This is an optimization exercise on Yosys and OpenROAD, whose aim is a short achievable clock period and few clock cycles, not a production implementation. At most, simulation tests tie the RTL to the original design; equivalence was not proved.

==> job 8619 <==
## simple_proc
module simple_proc (clk, resetn, sw, mem_rdata, mem_addr, mem_wdata, mem_we,
                    led, hex0, hex1, hex2, hex3, hex4, hex5, hex6);
	input clk, resetn;
	input [15:0] sw;
	input [15:0] mem_rdata;
	output [11:0] mem_addr;
	output [15:0] mem_wdata;
	output mem_we;
	output [15:0] led;
	output [6:0] hex0, hex1, hex2, hex3, hex4, hex5, hex6;
	proc_core core (.clk(clk), .resetn(resetn), .sw(sw), .mem_rdata(mem_rdata),
	                .mem_addr(mem_addr), .mem_wdata(mem_wdata), .mem_we(mem_we),
	                .led(led), .hex0(hex0), .hex1(hex1), .hex2(hex2), .hex3(hex3),
	                .hex4(hex4), .hex5(hex5), .hex6(hex6));
endmodule
==> module proc_core, before the edit <==
module proc_core (clk, resetn, sw, mem_rdata, mem_addr, mem_wdata, mem_we,
                  led, hex0, hex1, hex2, hex3, hex4, hex5, hex6);
	input clk, resetn;
	input [15:0] sw;
	input [15:0] mem_rdata;
	output [11:0] mem_addr;
	output [15:0] mem_wdata;
	output mem_we;
	output reg [15:0] led;
	output reg [6:0] hex0, hex1, hex2, hex3, hex4, hex5, hex6;
	reg s_instr, s_imm, s_ld, s_jmpg;
	reg [15:0] R0, R1, R2, R3, R4, R5, R6;
	reg [15:0] fa;           
	reg [15:0] G;
	reg gnz;
	reg [2:0] dx;            
	wire [15:0] pc = fa + 16'd1;
	wire [15:0] w = mem_rdata;
	wire [2:0] op = w[15:13];
	wire [2:0] X = w[12:10];
	wire [2:0] Y = w[9:7];
	reg [15:0] RX, RY;
	always @(*) begin
		case (X)
			3'd0: RX = R0; 3'd1: RX = R1; 3'd2: RX = R2; 3'd3: RX = R3;
			3'd4: RX = R4; 3'd5: RX = R5; 3'd6: RX = R6; default: RX = pc;
		endcase
		case (Y)
			3'd0: RY = R0; 3'd1: RY = R1; 3'd2: RY = R2; 3'd3: RY = R3;
			3'd4: RY = R4; 3'd5: RY = R5; 3'd6: RY = R6; default: RY = pc;
		endcase
	end
	wire [7:0] reg0 = {pc[15:12] == 4'h0, R6[15:12] == 4'h0, R5[15:12] == 4'h0, R4[15:12] == 4'h0,
	                   R3[15:12] == 4'h0, R2[15:12] == 4'h0, R1[15:12] == 4'h0, R0[15:12] == 4'h0};
	wire [7:0] reg4 = {pc[15:12] == 4'h4, R6[15:12] == 4'h4, R5[15:12] == 4'h4, R4[15:12] == 4'h4,
	                   R3[15:12] == 4'h4, R2[15:12] == 4'h4, R1[15:12] == 4'h4, R0[15:12] == 4'h4};
	wire [7:0] reg1 = {pc[15:12] == 4'h1, R6[15:12] == 4'h1, R5[15:12] == 4'h1, R4[15:12] == 4'h1,
	                   R3[15:12] == 4'h1, R2[15:12] == 4'h1, R1[15:12] == 4'h1, R0[15:12] == 4'h1};
	wire [7:0] reg2 = {pc[15:12] == 4'h2, R6[15:12] == 4'h2, R5[15:12] == 4'h2, R4[15:12] == 4'h2,
	                   R3[15:12] == 4'h2, R2[15:12] == 4'h2, R1[15:12] == 4'h2, R0[15:12] == 4'h2};
	wire x7 = (X == 3'd7);
	wire i_mv   = s_instr & ((op == 3'd0) | ((op == 3'd6) & gnz));
	wire i_mvi  = s_instr & (op == 3'd1);
	wire i_alu  = s_instr & ((op == 3'd2) | (op == 3'd3));
	wire i_ld   = s_instr & (op == 3'd4);
	wire i_st   = s_instr & (op == 3'd5);
	wire ld_sw  = i_ld & reg4[Y];
	wire ld_mem = i_ld & ~reg4[Y];
	wire st_mem = i_st & reg0[Y];
	wire st_led = i_st & reg1[Y];
	wire st_hex = i_st & reg2[Y];
	wire [15:0] alu = (op[0]) ? (RX - RY) : (RX + RY);
	wire use_ry   = (i_mv & x7) | ld_mem | st_mem;
	wire use_sw   = ld_sw & x7;
	wire use_rd   = (s_imm | s_ld) & (dx == 3'd7);
	wire [15:0] A = use_ry ? RY : use_sw ? sw : use_rd ? mem_rdata : s_jmpg ? G : pc;
	wire fetch = ~(ld_mem | st_mem);
	assign mem_addr = A[11:0];
	assign mem_wdata = RX;
	assign mem_we = st_mem;
	always @(posedge clk) begin
		if (~resetn) begin
			s_instr <= 1'b0;
			s_imm <= 1'b0;
			s_ld <= 1'b0;
			s_jmpg <= 1'b0;
			fa <= 16'hffff;
		end else begin
			s_instr <= ~(i_mvi | ld_mem | st_mem | (i_alu & x7));
			s_imm <= i_mvi;
			s_ld <= ld_mem;
			s_jmpg <= i_alu & x7;
			if (fetch & ~(i_alu & x7))
				fa <= A;
		end
	end
	wire wr_i = (i_mv | i_alu | ld_sw) & ~x7;
	wire [15:0] wd_i = i_alu ? alu : ld_sw ? sw : RY;
	wire wr_d = (s_imm | s_ld) & (dx != 3'd7);
	always @(posedge clk) begin
		if (i_mvi | ld_mem)
			dx <= X;
		if (i_alu) begin
			G <= alu;
			gnz <= (alu != 16'd0);
		end
		if (wr_i) begin
			case (X)
				3'd0: R0 <= wd_i; 3'd1: R1 <= wd_i; 3'd2: R2 <= wd_i; 3'd3: R3 <= wd_i;
				3'd4: R4 <= wd_i; 3'd5: R5 <= wd_i; 3'd6: R6 <= wd_i; default: ;
			endcase
		end
		if (wr_d) begin
			case (dx)
				3'd0: R0 <= mem_rdata; 3'd1: R1 <= mem_rdata; 3'd2: R2 <= mem_rdata; 3'd3: R3 <= mem_rdata;
				3'd4: R4 <= mem_rdata; 3'd5: R5 <= mem_rdata; 3'd6: R6 <= mem_rdata; default: ;
			endcase
		end
	end
	always @(posedge clk) begin
		if (~resetn) begin
			led <= 16'd0;
			hex0 <= 7'd0; hex1 <= 7'd0; hex2 <= 7'd0; hex3 <= 7'd0;
			hex4 <= 7'd0; hex5 <= 7'd0; hex6 <= 7'd0;
		end else begin
			if (st_led)
				led <= RX;
			if (st_hex) begin
				case (RY[2:0])
					3'd0: hex0 <= RX[6:0]; 3'd1: hex1 <= RX[6:0]; 3'd2: hex2 <= RX[6:0];
					3'd3: hex3 <= RX[6:0]; 3'd4: hex4 <= RX[6:0]; 3'd5: hex5 <= RX[6:0];
					3'd6: hex6 <= RX[6:0]; default: ;
				endcase
			end
		end
	end
endmodule
clock: 6.3 ns
lec_check: 0
cap_margin: 20
core_margin: 2
core_utilization: 40
slew_margin: 20
run.sh (not shown) runs the stock make flow with config.mk's settings and CLKGATE_MAP_FILE= SYNTH_SCRIPT=/design/flow/synth_recipe.tcl, a recipe that flattens the netlist after the stock synthesis.
==> inputs of job 8062, as changes to job 8619 <==
==> flow/design.v (replaced) <==
module proc_core (clk, resetn, sw, mem_rdata, mem_addr, mem_wdata, mem_we,
                  led, hex0, hex1, hex2, hex3, hex4, hex5, hex6);
	input clk, resetn;
	input [15:0] sw;
	input [15:0] mem_rdata;
	output [11:0] mem_addr;
	output [15:0] mem_wdata;
	output mem_we;
	output reg [15:0] led;
	output reg [6:0] hex0, hex1, hex2, hex3, hex4, hex5, hex6;
	localparam K_NONE = 2'd0, K_FETCH = 2'd1, K_DATA = 2'd2;
	reg [11:0] ma;
	reg mwe;
	reg [15:0] mwd;
	reg [1:0] rq_k, ar_k;
	reg rq_ep, ar_ep;
	assign mem_addr = ma;
	assign mem_we = mwe;
	assign mem_wdata = mwd;
	reg ep;                  
	reg [15:0] fp;           
	reg [15:0] q0, q1, q2, q3;
	reg [2:0] cnt;           
	reg [15:0] epc;          
	reg ldw;                 
	reg jg;                  
	reg [2:0] dx;            
	reg [15:0] R0, R1, R2, R3, R4, R5, R6;
	reg [15:0] G;
	wire [15:0] pc = epc + 16'd1;
	wire acc_in = (ar_k == K_FETCH) & (ar_ep == ep);
	wire [15:0] w = q0;
	wire [2:0] op = w[15:13];
	wire [2:0] X = w[12:10];
	wire [2:0] Y = w[9:7];
	reg [15:0] RX, RY;
	always @(*) begin
		case (X)
			3'd0: RX = R0; 3'd1: RX = R1; 3'd2: RX = R2; 3'd3: RX = R3;
			3'd4: RX = R4; 3'd5: RX = R5; 3'd6: RX = R6; default: RX = pc;
		endcase
		case (Y)
			3'd0: RY = R0; 3'd1: RY = R1; 3'd2: RY = R2; 3'd3: RY = R3;
			3'd4: RY = R4; 3'd5: RY = R5; 3'd6: RY = R6; default: RY = pc;
		endcase
	end
	wire gnz = (G != 16'd0);
	wire x7 = (X == 3'd7);
	wire e_ok = (cnt != 3'd0) & ~ldw & ~jg;
	wire have_imm = (cnt >= 3'd2) | acc_in;
	wire [15:0] immv = (cnt >= 3'd2) ? q1 : mem_rdata;
	wire i_mv   = e_ok & ((op == 3'd0) | ((op == 3'd6) & gnz));
	wire i_mvi  = e_ok & (op == 3'd1) & have_imm;
	wire i_alu  = e_ok & ((op == 3'd2) | (op == 3'd3));
	wire i_ld   = e_ok & (op == 3'd4);
	wire i_st   = e_ok & (op == 3'd5);
	wire [3:0] ry_reg = RY[15:12];
	wire ld_sw  = i_ld & (ry_reg == 4'h4);
	wire ld_mem = i_ld & (ry_reg != 4'h4);
	wire st_mem = i_st & (ry_reg == 4'h0);
	wire st_led = i_st & (ry_reg == 4'h1);
	wire st_hex = i_st & (ry_reg == 4'h2);
	wire [15:0] alu = op[0] ? (RX - RY) : (RX + RY);
	wire stall = ~e_ok | ((op == 3'd1) & ~have_imm);
	wire [1:0] ncons = stall ? 2'd0 : (op == 3'd1) ? 2'd2 : 2'd1;
	wire ld_arr = ldw & (ar_k == K_DATA);
	wire rd_ry  = i_mv & x7;
	wire rd_imm = i_mvi & x7;
	wire rd_sw  = ld_sw & x7;
	wire rd_ld  = ld_arr & (dx == 3'd7);
	wire redirect = rd_ry | rd_imm | rd_sw | rd_ld | jg;
	wire [15:0] tgt = rd_ry ? RY : rd_imm ? immv : rd_sw ? sw : rd_ld ? mem_rdata : G;
	wire [2:0] total = cnt + {2'd0, acc_in};
	reg [15:0] nq [0:3];
	integer i;
	always @(*) begin
		for (i = 0; i < 4; i = i + 1) begin
			case (i + ncons)
				0: nq[i] = (cnt > 3'd0) ? q0 : mem_rdata;
				1: nq[i] = (cnt > 3'd1) ? q1 : mem_rdata;
				2: nq[i] = (cnt > 3'd2) ? q2 : mem_rdata;
				3: nq[i] = (cnt > 3'd3) ? q3 : mem_rdata;
				default: nq[i] = mem_rdata;
			endcase
		end
	end
	wire inflight = (rq_k == K_FETCH) & (rq_ep == ep);
	wire f_ok = (total + {2'd0, inflight}) < 3'd4;
	always @(posedge clk) begin
		if (~resetn) begin
			ma <= 12'd0;
			mwe <= 1'b0;
			rq_k <= K_FETCH;
			rq_ep <= 1'b0;
			ar_k <= K_NONE;
			ar_ep <= 1'b0;
			ep <= 1'b0;
			fp <= 16'd1;
			cnt <= 3'd0;
			epc <= 16'd0;
			ldw <= 1'b0;
			jg <= 1'b0;
		end else begin
			ar_k <= rq_k;
			ar_ep <= rq_ep;
			jg <= i_alu & x7;
			if (ld_mem)
				ldw <= 1'b1;
			else if (ld_arr)
				ldw <= 1'b0;
			if (redirect) begin
				ep <= ~ep;
				cnt <= 3'd0;
				epc <= tgt;
				fp <= tgt + 16'd1;
				ma <= tgt[11:0];
				mwe <= 1'b0;
				rq_k <= K_FETCH;
				rq_ep <= ~ep;
			end else begin
				cnt <= total - {1'b0, ncons};
				epc <= epc + {14'd0, ncons};
				if (ld_mem | st_mem) begin
					ma <= RY[11:0];
					mwe <= st_mem;
					rq_k <= st_mem ? K_NONE : K_DATA;
				end else if (f_ok) begin
					ma <= fp[11:0];
					mwe <= 1'b0;
					rq_k <= K_FETCH;
					rq_ep <= ep;
					fp <= fp + 16'd1;
				end else begin
					mwe <= 1'b0;
					rq_k <= K_NONE;
				end
			end
		end
	end
	always @(posedge clk) begin
		q0 <= nq[0];
		q1 <= nq[1];
		q2 <= nq[2];
		q3 <= nq[3];
		if (st_mem)
			mwd <= RX;
		if (ld_mem)
			dx <= X;
		if (i_alu)
			G <= alu;
	end
	wire wr_e = (i_mv | i_mvi | i_alu | ld_sw) & ~x7;
	wire [15:0] wd_e = i_alu ? alu : ld_sw ? sw : i_mvi ? immv : RY;
	wire wr_l = ld_arr & (dx != 3'd7);
	always @(posedge clk) begin
		if (wr_e) begin
			case (X)
				3'd0: R0 <= wd_e; 3'd1: R1 <= wd_e; 3'd2: R2 <= wd_e; 3'd3: R3 <= wd_e;
				3'd4: R4 <= wd_e; 3'd5: R5 <= wd_e; 3'd6: R6 <= wd_e; default: ;
			endcase
		end
		if (wr_l) begin
			case (dx)
				3'd0: R0 <= mem_rdata; 3'd1: R1 <= mem_rdata; 3'd2: R2 <= mem_rdata; 3'd3: R3 <= mem_rdata;
				3'd4: R4 <= mem_rdata; 3'd5: R5 <= mem_rdata; 3'd6: R6 <= mem_rdata; default: ;
			endcase
		end
	end
	always @(posedge clk) begin
		if (~resetn) begin
			led <= 16'd0;
			hex0 <= 7'd0; hex1 <= 7'd0; hex2 <= 7'd0; hex3 <= 7'd0;
			hex4 <= 7'd0; hex5 <= 7'd0; hex6 <= 7'd0;
		end else begin
			if (st_led)
				led <= RX;
			if (st_hex) begin
				case (RY[2:0])
					3'd0: hex0 <= RX[6:0]; 3'd1: hex1 <= RX[6:0]; 3'd2: hex2 <= RX[6:0];
					3'd3: hex3 <= RX[6:0]; 3'd4: hex4 <= RX[6:0]; 3'd5: hex5 <= RX[6:0];
					3'd6: hex6 <= RX[6:0]; default: ;
				endcase
			end
		end
	end
endmodule
module simple_proc (clk, resetn, sw, mem_rdata, mem_addr, mem_wdata, mem_we,
                    led, hex0, hex1, hex2, hex3, hex4, hex5, hex6);
	input clk, resetn;
	input [15:0] sw;
	input [15:0] mem_rdata;
	output [11:0] mem_addr;
	output [15:0] mem_wdata;
	output mem_we;
	output [15:0] led;
	output [6:0] hex0, hex1, hex2, hex3, hex4, hex5, hex6;
	proc_core core (.clk(clk), .resetn(resetn), .sw(sw), .mem_rdata(mem_rdata),
	                .mem_addr(mem_addr), .mem_wdata(mem_wdata), .mem_we(mem_we),
	                .led(led), .hex0(hex0), .hex1(hex1), .hex2(hex2), .hex3(hex3),
	                .hex4(hex4), .hex5(hex5), .hex6(hex6));
endmodule
--- a/flow/config.mk
+++ b/flow/config.mk
@@ -7,2 +7,3 @@
 export LEC_CHECK = 0
+export ABC_CLOCK_PERIOD_IN_PS = 2500
 export CAP_MARGIN = 20
@@ -10,2 +11,3 @@
 export CORE_UTILIZATION = 40
+export SETUP_SLACK_MARGIN = 3.8
 export SLEW_MARGIN = 20
==> summary of the runs <==
Of job 8062 and job 8619, job 8062 has the higher synthesized cell count (gap 35%, measured against job 8619). Between job 8062 and job 8619, the lower setup slack is in job 8619 (gap 1.1 ns). Die area: job 8619 is lower than job 8062 (about 28%). In job 8619 the critical path depth is lower than in job 8062, by 10. Against job 8062, the clock-buffer cell count of job 8619 is lower by 13.
==> figures <==
                                                                        job 8619                   job 8062
Outcome                                                  complete, no violations    complete, no violations
Post-cts repair resize count                                                   0                        434
Required time reported for the critical path endpoint                    5.04 ns                    6.74 ns
Count of standard-cell rows                                                   67                         79
Fin area                                                              16170 um^2                 26660 um^2
Worst hold endpoint                                    core.hex1[3]$_SDFFE_PN0P_  core.hex0[4]$_SDFFE_PN0P_
Number of multi-input logic gates                                           1269                       1716
HPWL Detailed                                                           39.55 mm                   50.99 mm
Final critical-path required period                                     5.928 ns                   4.800 ns
Testbench counts of job 8619, summed over its fixed seeds: cycles 35,721.
For job 8062, only the layout was checked, not whether the RTL still works.

## re-timing with driven ports
No port has a modelled driver above. Below, the same layouts with a new extraction and two added sets of constraints.
Step 1 sets driving cells, clkbuf_16 on the clock port and buf_2 on the other inputs (assumed; they add their load-dependent delay and slew).
Step 2 also shifts input and output timing later by t, the mid clock arrival at the registers, as if the neighbouring blocks saw the same clock.
a / b / c = ideal / step 1 / step 2; a / b = the first two.
| run | shift t [ns] | slack for setup (ns) | latest minus earliest clock arrival (ns) | pins driven straight from the clock port |
|---|---|---|---|---|
| job 8619 | 0.583 | 0.372 / 0.292 / 0.048 | 0.015 / 0.015 | 1 |
| job 8062 | 0.615 | 1.500 / 1.500 / 1.500 | 0.027 / 0.027 | 1 |
After both steps every run listed still meets setup and hold. The setup slack of job 8619, which loses most, moves by -0.080 ns with the drivers and by -0.324 ns with both steps.
